Background: an optimization exercise with open tools, aiming at small area. Do not read the settings as production practice.
Only simulation tests tie the RTL to the original design; equivalence was not proved.

==> inputs of v33 <==
==> flow/design.v <==
module ienc (
    input  [31:0] i,
    output [15:0] e
);
    wire [7:0] op = i[31:24];
    wire       hi0 = (op[7:5] == 3'b000);
    wire       br  = hi0 & ~op[4] & ((op[3:0] == 4'h7) | (op[3:0] == 4'hc));
    wire       g1  = hi0 & ((op[4:0] == 5'h00) | (op[4:0] == 5'h06) |
                            (op[4:0] == 5'h0e) | (op[4:0] == 5'h10));
    wire       swi = hi0 & (op[4:0] == 5'h10);
    wire       jmp = hi0 & (op[4:0] == 5'h06);
    wire       g0v = hi0 & ~op[4] & ~br & ~g1;
    assign e[15]   = br;
    assign e[14]   = br ? op[3] : g1;
    assign e[2:0]  = i[2:0];
    assign e[5:3]  = g1 ? {op[4], op[3], op[1]} : i[10:8];
    assign e[8:6]  = swi ? i[10:8] : i[18:16];
    assign e[13:9] = (br | jmp) ? i[23:19] :
                     g1         ? i[7:3]   :
                     {i[7], g0v ? op[3:0] : 4'h0};
endmodule
module cpu_system (
    input          clk,
    input          reset,           
    output [31:0]  pc,
    output         imem_read,
    output [5:0]   imem_addr,
    input  [127:0] imem_rdata,
    input          imem_busywait,
    output         dmem_read,
    output         dmem_write,
    output [5:0]   dmem_addr,
    output [31:0]  dmem_wdata,
    input  [31:0]  dmem_rdata,
    input          dmem_busywait
);
    reg  [31:2] pc_q;
    assign pc = {pc_q, 2'b00};
    reg        ic_rd;                  
    reg  [7:0] ic_valid;
    reg  [2:0] ic_tag  [0:7];
    reg [63:0] ic_data [0:7];
    wire [2:0] ic_idx = pc_q[6:4];
    wire       ic_hit = ic_valid[ic_idx] & (ic_tag[ic_idx] == pc_q[9:7]);
    wire       ic_busy = ~ic_hit;
    wire       ic_fill = ic_rd & ~imem_busywait;
    assign imem_read = ic_rd;
    assign imem_addr = pc_q[9:4];
    wire [63:0] ic_wline;
    ienc enc0 (imem_rdata[31:0],   ic_wline[15:0]);
    ienc enc1 (imem_rdata[63:32],  ic_wline[31:16]);
    ienc enc2 (imem_rdata[95:64],  ic_wline[47:32]);
    ienc enc3 (imem_rdata[127:96], ic_wline[63:48]);
    wire [63:0] ic_line = ic_data[ic_idx];
    wire [15:0] e = ic_line[16*pc_q[3:2] +: 16];
    always @(posedge clk) begin
        if (reset)
            ic_rd <= 1'b0;
        else
            ic_rd <= ic_busy & ~ic_fill;
    end
    genvar gi;
    generate
        for (gi = 0; gi < 8; gi = gi + 1) begin : icl
            always @(posedge clk) begin
                if (reset)
                    ic_valid[gi] <= 1'b0;
                else if (ic_fill && ic_idx == gi)
                    ic_valid[gi] <= 1'b1;
            end
            always @(posedge clk) begin
                if (ic_fill && ic_idx == gi) begin
                    ic_tag[gi]  <= pc_q[9:7];
                    ic_data[gi] <= ic_wline;
                end
            end
        end
    endgenerate
    wire       br   = e[15];
    wire       g1   = ~e[15] & e[14];
    wire       g0   = ~e[15] & ~e[14];
    wire [3:0] sop  = e[12:9];
    wire op_loadi = g1 & ~e[3] & ~e[5];
    wire op_j     = g1 & e[3] & ~e[4];
    wire op_lwi   = g1 & e[4];
    wire op_swi   = g1 & e[5];
    wire op_mov   = g0 & (sop == 4'h1);
    wire op_add   = g0 & (sop == 4'h2);
    wire op_sub   = g0 & (sop == 4'h3);
    wire op_and   = g0 & (sop == 4'h4);
    wire op_or    = g0 & (sop == 4'h5);
    wire op_mult  = g0 & (sop == 4'h8);
    wire op_shl   = g0 & (sop == 4'h9);
    wire op_sra   = g0 & (sop == 4'ha);
    wire op_ror   = g0 & (sop == 4'hb);
    wire op_lwd   = g0 & (sop == 4'hd);
    wire op_swd   = g0 & (sop == 4'hf);
    wire [2:0] rd   = e[8:6];
    wire [2:0] rs1  = g1 ? e[8:6] : e[5:3];
    wire [2:0] rs2  = e[2:0];
    wire [7:0] imm  = {e[13:9], e[2:0]};
    wire [7:0] off  = e[13:6];
    reg  [7:0] regs [0:7];
    wire [7:0] a = regs[rs1];
    wire [7:0] b = regs[rs2];
    wire [7:0] addsub = a + (op_sub ? ~b : b) + {7'b0, op_sub};
    wire [7:0] prod   = a * b;
    wire [2:0] sh     = e[2:0];
    wire [7:0] srl    = a >> sh;
    wire [7:0] sll    = a << sh;
    wire [15:0] sraw  = {{8{a[7]}}, a} >> sh;
    wire [7:0] sra    = sraw[7:0];
    wire [15:0] rr    = {a, a} >> sh;
    reg [7:0] alu;
    always @(*) begin
        alu = b;                                     
        if (op_loadi)            alu = imm;
        if (op_add | op_sub)     alu = addsub;
        if (op_and)              alu = a & b;
        if (op_or)               alu = a | b;
        if (op_mult)             alu = prod;
        if (op_shl)              alu = e[13] ? sll : srl;
        if (op_sra)              alu = sra;
        if (op_ror)              alu = rr[7:0];
    end
    wire       is_load  = op_lwi | op_lwd;
    wire       is_store = op_swi | op_swd;
    wire [7:0] daddr    = g1 ? imm : b;
    wire       c_read   = is_load  & ic_hit;
    wire       c_write  = is_store & ic_hit;
    reg        dc_rd, dc_wr;               
    reg  [7:0] dc_valid, dc_dirty;
    reg  [2:0] dc_tag  [0:7];
    reg [31:0] dc_data [0:7];
    wire [2:0] d_idx   = daddr[4:2];
    wire [1:0] d_off   = daddr[1:0];
    wire       d_hit   = dc_valid[d_idx] & (dc_tag[d_idx] == daddr[7:5]);
    wire       d_dirty = dc_dirty[d_idx];
    wire       d_miss  = (c_read | c_write) & ~d_hit;
    wire       dc_busy = d_miss;
    wire       d_fill  = dc_rd & ~dmem_busywait;
    wire       d_whit  = c_write & d_hit;
    wire [31:0] d_line = dc_data[d_idx];
    wire [7:0]  d_byte = d_line[8*d_off +: 8];
    assign dmem_read  = dc_rd;
    assign dmem_write = dc_wr;
    assign dmem_addr  = {dc_wr ? dc_tag[d_idx] : daddr[7:5], d_idx};
    assign dmem_wdata = d_line;
    always @(posedge clk) begin
        if (reset) begin
            dc_rd <= 1'b0;
            dc_wr <= 1'b0;
        end else begin
            dc_rd <= d_miss & (dc_rd ? dmem_busywait : dc_wr ? ~dmem_busywait : ~d_dirty);
            dc_wr <= d_miss & (dc_wr ? dmem_busywait : ~dc_rd & d_dirty);
        end
    end
    wire [31:0] d_wdat = d_fill ? dmem_rdata : {4{a}};
    genvar gd, gb;
    generate
        for (gd = 0; gd < 8; gd = gd + 1) begin : dcl
            always @(posedge clk) begin
                if (reset) begin
                    dc_valid[gd] <= 1'b0;
                    dc_dirty[gd] <= 1'b0;
                end else if (d_idx == gd) begin
                    if (d_fill) begin
                        dc_valid[gd] <= 1'b1;
                        dc_dirty[gd] <= 1'b0;
                    end else if (d_whit) begin
                        dc_dirty[gd] <= 1'b1;
                    end
                end
            end
            always @(posedge clk) begin
                if (d_fill && d_idx == gd)
                    dc_tag[gd] <= daddr[7:5];
            end
            for (gb = 0; gb < 4; gb = gb + 1) begin : byt
                always @(posedge clk) begin
                    if (d_idx == gd && (d_fill || (d_whit && d_off == gb)))
                        dc_data[gd][8*gb +: 8] <= d_wdat[8*gb +: 8];
                end
            end
        end
    endgenerate
    wire busy = ic_busy | dc_busy;
    wire we   = (op_loadi | op_mov | op_add | op_sub | op_and | op_or | op_mult |
                 op_shl | op_sra | op_ror | is_load) & ~busy;
    wire [7:0] wd = (is_load ? d_byte : alu) & {8{~reset}};
    genvar gr;
    generate
        for (gr = 0; gr < 8; gr = gr + 1) begin : rf
            always @(posedge clk) begin
                if (reset || (we && rd == gr))
                    regs[gr] <= wd;
            end
        end
    endgenerate
    wire taken = op_j | (br & (e[14] ^ (a == b)));
    wire [29:0] pc_next = pc_q + {{22{taken & off[7]}}, taken ? off : 8'h00} + 30'd1;
    always @(posedge clk) begin
        if (reset)
            pc_q <= 30'd0;
        else if (!busy)
            pc_q <= pc_next;
    end
endmodule
==> flow/run.sh <==
#!/bin/bash
# synth_recipe.tcl (not shown) runs the flow's synth.tcl, then flattens the netlist and writes it again
# the make line also repeats each setting of config.mk as NAME=value (left out here)
make -C /OpenROAD-flow-scripts/flow DESIGN_CONFIG=/design/flow/config.mk WORK_HOME=/design/flow/orfs CLKGATE_MAP_FILE= SYNTH_SCRIPT=/design/flow/synth_recipe.tcl finish
==> flow/config.mk <==
export PLATFORM = sky130hd
export DESIGN_NAME = cpu_system
export DESIGN_NICKNAME = cpu_system
export VERILOG_FILES = /design/flow/design.v
export SDC_FILE = /design/flow/constraint.sdc
export NUM_CORES = 4
export LEC_CHECK = 0
export ABC_AREA = 1
export CAP_MARGIN = 20
export CORE_MARGIN = 2
export CORE_UTILIZATION = 50
export SLEW_MARGIN = 20
==> flow/constraint.sdc <==
create_clock -name core_clock -period 18.0 [get_ports {clk}]
set_input_delay 3.6000 -clock core_clock [delete_from_list [all_inputs] [get_ports {clk}]]
set_output_delay 3.6000 -clock core_clock [all_outputs]
set_load 0.01 [all_outputs]
==> v12: changes against v33 <==
==> flow/design.v, changed modules only <==
module cpu_system (
    input          clk,
    input          reset,           
    output [31:0]  pc,
    output         imem_read,
    output [5:0]   imem_addr,
    input  [127:0] imem_rdata,
    input          imem_busywait,
    output         dmem_read,
    output         dmem_write,
    output [5:0]   dmem_addr,
    output [31:0]  dmem_wdata,
    input  [31:0]  dmem_rdata,
    input          dmem_busywait
);
    reg  [31:2] pc_q;
    assign pc = {pc_q, 2'b00};
    reg        ic_rd;                  
    reg  [7:0] ic_valid;
    reg  [2:0] ic_tag  [0:7];
    reg [63:0] ic_data [0:7];
    wire [2:0] ic_idx = pc_q[6:4];
    wire       ic_hit = ic_valid[ic_idx] & (ic_tag[ic_idx] == pc_q[9:7]);
    wire       ic_busy = ~ic_hit;
    wire       ic_fill = ic_rd & ~imem_busywait;
    assign imem_read = ic_rd;
    assign imem_addr = pc_q[9:4];
    wire [63:0] ic_wline;
    ienc enc0 (imem_rdata[31:0],   ic_wline[15:0]);
    ienc enc1 (imem_rdata[63:32],  ic_wline[31:16]);
    ienc enc2 (imem_rdata[95:64],  ic_wline[47:32]);
    ienc enc3 (imem_rdata[127:96], ic_wline[63:48]);
    wire [63:0] ic_line = ic_data[ic_idx];
    wire [15:0] e = ic_line[16*pc_q[3:2] +: 16];
    always @(posedge clk) begin
        if (reset)
            ic_rd <= 1'b0;
        else
            ic_rd <= ic_busy & ~ic_fill;
    end
    genvar gi;
    generate
        for (gi = 0; gi < 8; gi = gi + 1) begin : icl
            always @(posedge clk) begin
                if (reset)
                    ic_valid[gi] <= 1'b0;
                else if (ic_fill && ic_idx == gi)
                    ic_valid[gi] <= 1'b1;
            end
            always @(posedge clk) begin
                if (ic_fill && ic_idx == gi) begin
                    ic_tag[gi]  <= pc_q[9:7];
                    ic_data[gi] <= ic_wline;
                end
            end
        end
    endgenerate
    wire       br   = e[15];
    wire       g1   = ~e[15] & e[14];
    wire       g0   = ~e[15] & ~e[14];
    wire [3:0] sop  = e[12:9];
    wire op_loadi = g1 & ~e[3] & ~e[5];
    wire op_j     = g1 & e[3] & ~e[4];
    wire op_lwi   = g1 & e[4];
    wire op_swi   = g1 & e[5];
    wire op_mov   = g0 & (sop == 4'h1);
    wire op_add   = g0 & (sop == 4'h2);
    wire op_sub   = g0 & (sop == 4'h3);
    wire op_and   = g0 & (sop == 4'h4);
    wire op_or    = g0 & (sop == 4'h5);
    wire op_mult  = g0 & (sop == 4'h8);
    wire op_shl   = g0 & (sop == 4'h9);
    wire op_sra   = g0 & (sop == 4'ha);
    wire op_ror   = g0 & (sop == 4'hb);
    wire op_lwd   = g0 & (sop == 4'hd);
    wire op_swd   = g0 & (sop == 4'hf);
    wire [2:0] rd   = e[8:6];
    wire [2:0] rs1  = g1 ? e[8:6] : e[5:3];
    wire [2:0] rs2  = e[2:0];
    wire [7:0] imm  = {e[13:9], e[2:0]};
    wire [7:0] off  = e[13:6];
    reg  [7:0] regs [0:7];
    wire [7:0] a = regs[rs1];
    wire [7:0] b = regs[rs2];
    wire [7:0] addsub = a + (op_sub ? ~b : b) + {7'b0, op_sub};
    wire [7:0] prod;
    mul8 mul0 (a, b, prod);
    wire [2:0] sh    = e[2:0];
    wire       left  = e[13] & ~e[10];           
    wire [7:0] arev  = {a[0], a[1], a[2], a[3], a[4], a[5], a[6], a[7]};
    wire [7:0] slo   = left ? arev : a;
    wire [6:0] sfill = op_ror ? a[6:0] : {7{op_sra & a[7]}};
    wire [14:0] sw   = {sfill, slo} >> sh;
    wire [7:0] sr    = sw[7:0];
    wire [7:0] shres = left ? {sr[0], sr[1], sr[2], sr[3], sr[4], sr[5], sr[6], sr[7]} : sr;
    reg [7:0] alu;
    always @(*) begin
        alu = b;                                     
        if (op_loadi)                  alu = imm;
        if (op_add | op_sub)           alu = addsub;
        if (op_and)                    alu = a & b;
        if (op_or)                     alu = a | b;
        if (op_mult)                   alu = prod;
        if (op_shl | op_sra | op_ror)  alu = shres;
    end
    wire       is_load  = op_lwi | op_lwd;
    wire       is_store = op_swi | op_swd;
    wire [7:0] daddr    = g1 ? imm : b;
    wire       c_read   = is_load  & ic_hit;
    wire       c_write  = is_store & ic_hit;
    reg        dc_rd, dc_wr;               
    reg  [7:0] dc_valid, dc_dirty;
    reg  [2:0] dc_tag  [0:7];
    reg [31:0] dc_data [0:7];
    wire [2:0] d_idx   = daddr[4:2];
    wire [1:0] d_off   = daddr[1:0];
    wire       d_hit   = dc_valid[d_idx] & (dc_tag[d_idx] == daddr[7:5]);
    wire       d_dirty = dc_dirty[d_idx];
    wire       d_miss  = (c_read | c_write) & ~d_hit;
    wire       dc_busy = d_miss;
    wire       d_fill  = dc_rd & ~dmem_busywait;
    wire       d_whit  = c_write & d_hit;
    wire [31:0] d_line = dc_data[d_idx];
    wire [7:0]  d_byte = d_line[8*d_off +: 8];
    assign dmem_read  = dc_rd;
    assign dmem_write = dc_wr;
    assign dmem_addr  = {dc_wr ? dc_tag[d_idx] : daddr[7:5], d_idx};
    assign dmem_wdata = d_line;
    always @(posedge clk) begin
        if (reset) begin
            dc_rd <= 1'b0;
            dc_wr <= 1'b0;
        end else begin
            dc_rd <= d_miss & (dc_rd ? dmem_busywait : dc_wr ? ~dmem_busywait : ~d_dirty);
            dc_wr <= d_miss & (dc_wr ? dmem_busywait : ~dc_rd & d_dirty);
        end
    end
    wire [31:0] d_wdat = d_fill ? dmem_rdata : {4{a}};
    genvar gd, gb;
    generate
        for (gd = 0; gd < 8; gd = gd + 1) begin : dcl
            always @(posedge clk) begin
                if (reset) begin
                    dc_valid[gd] <= 1'b0;
                    dc_dirty[gd] <= 1'b0;
                end else if (d_idx == gd) begin
                    if (d_fill) begin
                        dc_valid[gd] <= 1'b1;
                        dc_dirty[gd] <= 1'b0;
                    end else if (d_whit) begin
                        dc_dirty[gd] <= 1'b1;
                    end
                end
            end
            always @(posedge clk) begin
                if (d_fill && d_idx == gd)
                    dc_tag[gd] <= daddr[7:5];
            end
            for (gb = 0; gb < 4; gb = gb + 1) begin : byt
                always @(posedge clk) begin
                    if (d_idx == gd && (d_fill || (d_whit && d_off == gb)))
                        dc_data[gd][8*gb +: 8] <= d_wdat[8*gb +: 8];
                end
            end
        end
    endgenerate
    wire busy = ic_busy | dc_busy;
    wire we   = (op_loadi | op_mov | op_add | op_sub | op_and | op_or | op_mult |
                 op_shl | op_sra | op_ror | is_load) & ~busy;
    wire [7:0] wd = (is_load ? d_byte : alu) & {8{~reset}};
    genvar gr;
    generate
        for (gr = 0; gr < 8; gr = gr + 1) begin : rf
            always @(posedge clk) begin
                if (reset || (we && rd == gr))
                    regs[gr] <= wd;
            end
        end
    endgenerate
    wire taken = op_j | (br & (e[14] ^ (a == b)));
    wire [7:0]  toff = taken ? off : 8'h00;
    wire [8:0]  lo_sum = {1'b0, pc_q[9:2]} + {1'b0, toff} + 9'd1;
    wire        hi_inc = lo_sum[8] & ~toff[7];
    wire        hi_dec = ~lo_sum[8] & toff[7];
    wire [21:0] hi_x = pc_q[31:10] ^ {22{hi_dec}};
    wire [21:0] hi_p;
    assign hi_p[0] = hi_inc | hi_dec;
    genvar gp;
    generate
        for (gp = 1; gp < 22; gp = gp + 1) begin : pcp
            assign hi_p[gp] = hi_p[gp-1] & hi_x[gp-1];
        end
    endgenerate
    wire [29:0] pc_next = {pc_q[31:10] ^ hi_p, lo_sum[7:0]};
    always @(posedge clk) begin
        if (reset)
            pc_q <= 30'd0;
        else if (!busy)
            pc_q <= pc_next;
    end
endmodule
module mul8 (
    input  [7:0] x,
    input  [7:0] y,
    output [7:0] p
);
    wire [7:0] s [0:7];
    wire [7:0] c [0:7];
    genvar r, k;
    generate
        for (k = 0; k < 8; k = k + 1) begin : row0
            assign s[0][k] = x[k] & y[0];
        end
        for (r = 1; r < 8; r = r + 1) begin : rows
            for (k = 0; k < 8; k = k + 1) begin : col
                if (k < r) begin : pass
                    assign s[r][k] = s[r-1][k];
                end else begin : add
                    wire pp = x[k-r] & y[r];
                    wire cin = (k == r) ? 1'b0 : c[r][k-1];
                    assign s[r][k] = s[r-1][k] ^ pp ^ cin;
                    assign c[r][k] = (s[r-1][k] & pp) | (cin & (s[r-1][k] ^ pp));
                end
            end
        end
    endgenerate
    assign p = s[7];
endmodule
==> flow/flow/run.sh (new file) <==
#!/bin/bash
# Own layout flow: the standard flow, with
#  - synthesis: abc maps the logic with an area-oriented script (flow/area.abc);
#  - port buffers: the smallest buffer (buf_1) instead of the flow's default choice;
#  - clock tree: small clock buffers and no dummy loads.
set -euo pipefail
W=$(pwd)
export AREA_ABC_SCRIPT=$W/flow/area.abc
export FLOW_SYNTH_TCL=$W/synth_recipe.tcl
bash standard.sh SYNTH_SCRIPT=$W/flow/synth.tcl synth > $W/synth.log 2>&1
bash standard.sh \
  "BUFFER_PORTS_ARGS=-buffer_cell sky130_fd_sc_hd__buf_1" \
  "CTS_ARGS=-sink_clustering_enable -repair_clock_nets -dont_use_dummy_load -buf_list {sky130_fd_sc_hd__clkbuf_4 sky130_fd_sc_hd__clkbuf_8}" \
  finish > $W/layout.log 2>&1
==> flow/flow/area.abc (new file) <==
strash
dc2
&get -n
&dch -f
&nf -R 1000
&put
strash
dch -f
&get -n
&nf -R 1000
&put
topo
==> flow/flow/synth.tcl (new file) <==
# The standard flow's synthesis (synth_recipe.tcl), with only the combinational mapping script of abc
# replaced by flow/area.abc. Registers, their names and cell types are untouched.
proc abc {args} {
  set i [lsearch $args -script]
  if { $i >= 0 } { lset args [expr {$i + 1}] $::env(AREA_ABC_SCRIPT) }
  yosys abc {*}$args
}
source $::env(FLOW_SYNTH_TCL)
==> flow/standard.sh (new file) <==
#!/bin/bash
# synth_recipe.tcl (not shown) runs the flow's synth.tcl, then flattens the netlist and writes it again
# the make line also repeats each setting of config.mk as NAME=value (left out here)
make -C /OpenROAD-flow-scripts/flow DESIGN_CONFIG=/design/flow/config.mk WORK_HOME=/design/flow/orfs CLKGATE_MAP_FILE= SYNTH_SCRIPT=/design/flow/synth_recipe.tcl "${@:-finish}"
--- a/flow/config.mk
+++ b/flow/config.mk
@@ -7,6 +7,7 @@
 export LEC_CHECK = 0
 export ABC_AREA = 1
-export CAP_MARGIN = 20
+export CAP_MARGIN = 0
 export CORE_MARGIN = 2
-export CORE_UTILIZATION = 50
-export SLEW_MARGIN = 20
+export CORE_UTILIZATION = 60
+export PLACE_DENSITY = 0.7
+export SLEW_MARGIN = 0
removed: flow/run.sh
==> summary of the runs <==
- Non-clock buffer count: v12 is higher than v33 (6).
- Die area: v12 is lower than v33 (about 26%).
- v12 completed without violations. v33 ran to the end with no violations.
- Between v33 and v12, the lower maximum frequency is in v12 (gap about 30%, measured against v12).
- Of v33 and v12, v12 has the higher sequential share of layout area (gap 9.3 points).
- Against v12, the area after synthesis of v33 is higher by about 14%.
- Flip-flop and latch count is the same in v33 and v12.
==> figures <==
metric	v33	v12
Result of the run	complete, no violations	complete, no violations
Count of unique library cells instantiated by Yosys	72	58
Depth of the worst register-to-register path	54	49
Setup WS post-layout	6.14 ns	2.70 ns
Non-CTS buffers	279	285
Total number of nets in the final design	4,644	3,272
Worst-skew pair later-pin latency	0.68 ns	0.81 ns
Number of cells on the worst hold path	2	1
Total number of yosys warnings	6	7
Number of CTS-inserted buffers	98	146
Maximum fanout along the worst path	51	36
Pin count of the biggest net entering global routing	60	68
Critical Path AT	8.26 ns	15.96 ns
Headroom to the max-slew limit	20.0%	7.30%
Required time at the endpoint of the critical path	14.40 ns	18.66 ns
Routed length on met2	60,700 µm	52,300 µm
Top layer used by detailed routing	met4	met5
Fraction of cell area in non-clock buffers	5.26%	3.17%

## re-timing with driven ports
In the flow no input, the clock included, has a driving cell. The finished layouts below were timed again as built, in two steps.
Step 1 (the two cells are an assumption about what drives the block):
set clk [get_ports {clk}]
set_driving_cell -lib_cell sky130_fd_sc_hd__clkbuf_16 $clk
set_driving_cell -lib_cell sky130_fd_sc_hd__buf_2 [delete_from_list [all_inputs] $clk]
Step 2 adds t to the input delays and takes it off the output delays; t is the mean of the earliest and latest rising clock arrival at the registers after step 1. Input paths then give back, and output paths get back, about the clock's delay inside the block.
Three values: ideal, step 1, step 2; two values: the first two.
| run | t, ns | setup slack, ns | clock arrival spread, ns | worst data-port slew with drivers (ns) |
|---|---|---|---|---|
| v33 | 0.722 | 6.143 / 6.075 / 6.711 | 0.060 / 0.061 | 0.09 |
| v12 | 0.834 | 2.701 / 2.701 / 2.701 | 0.072 / 0.072 | 0.06 |
After both steps every run listed still meets setup and hold.
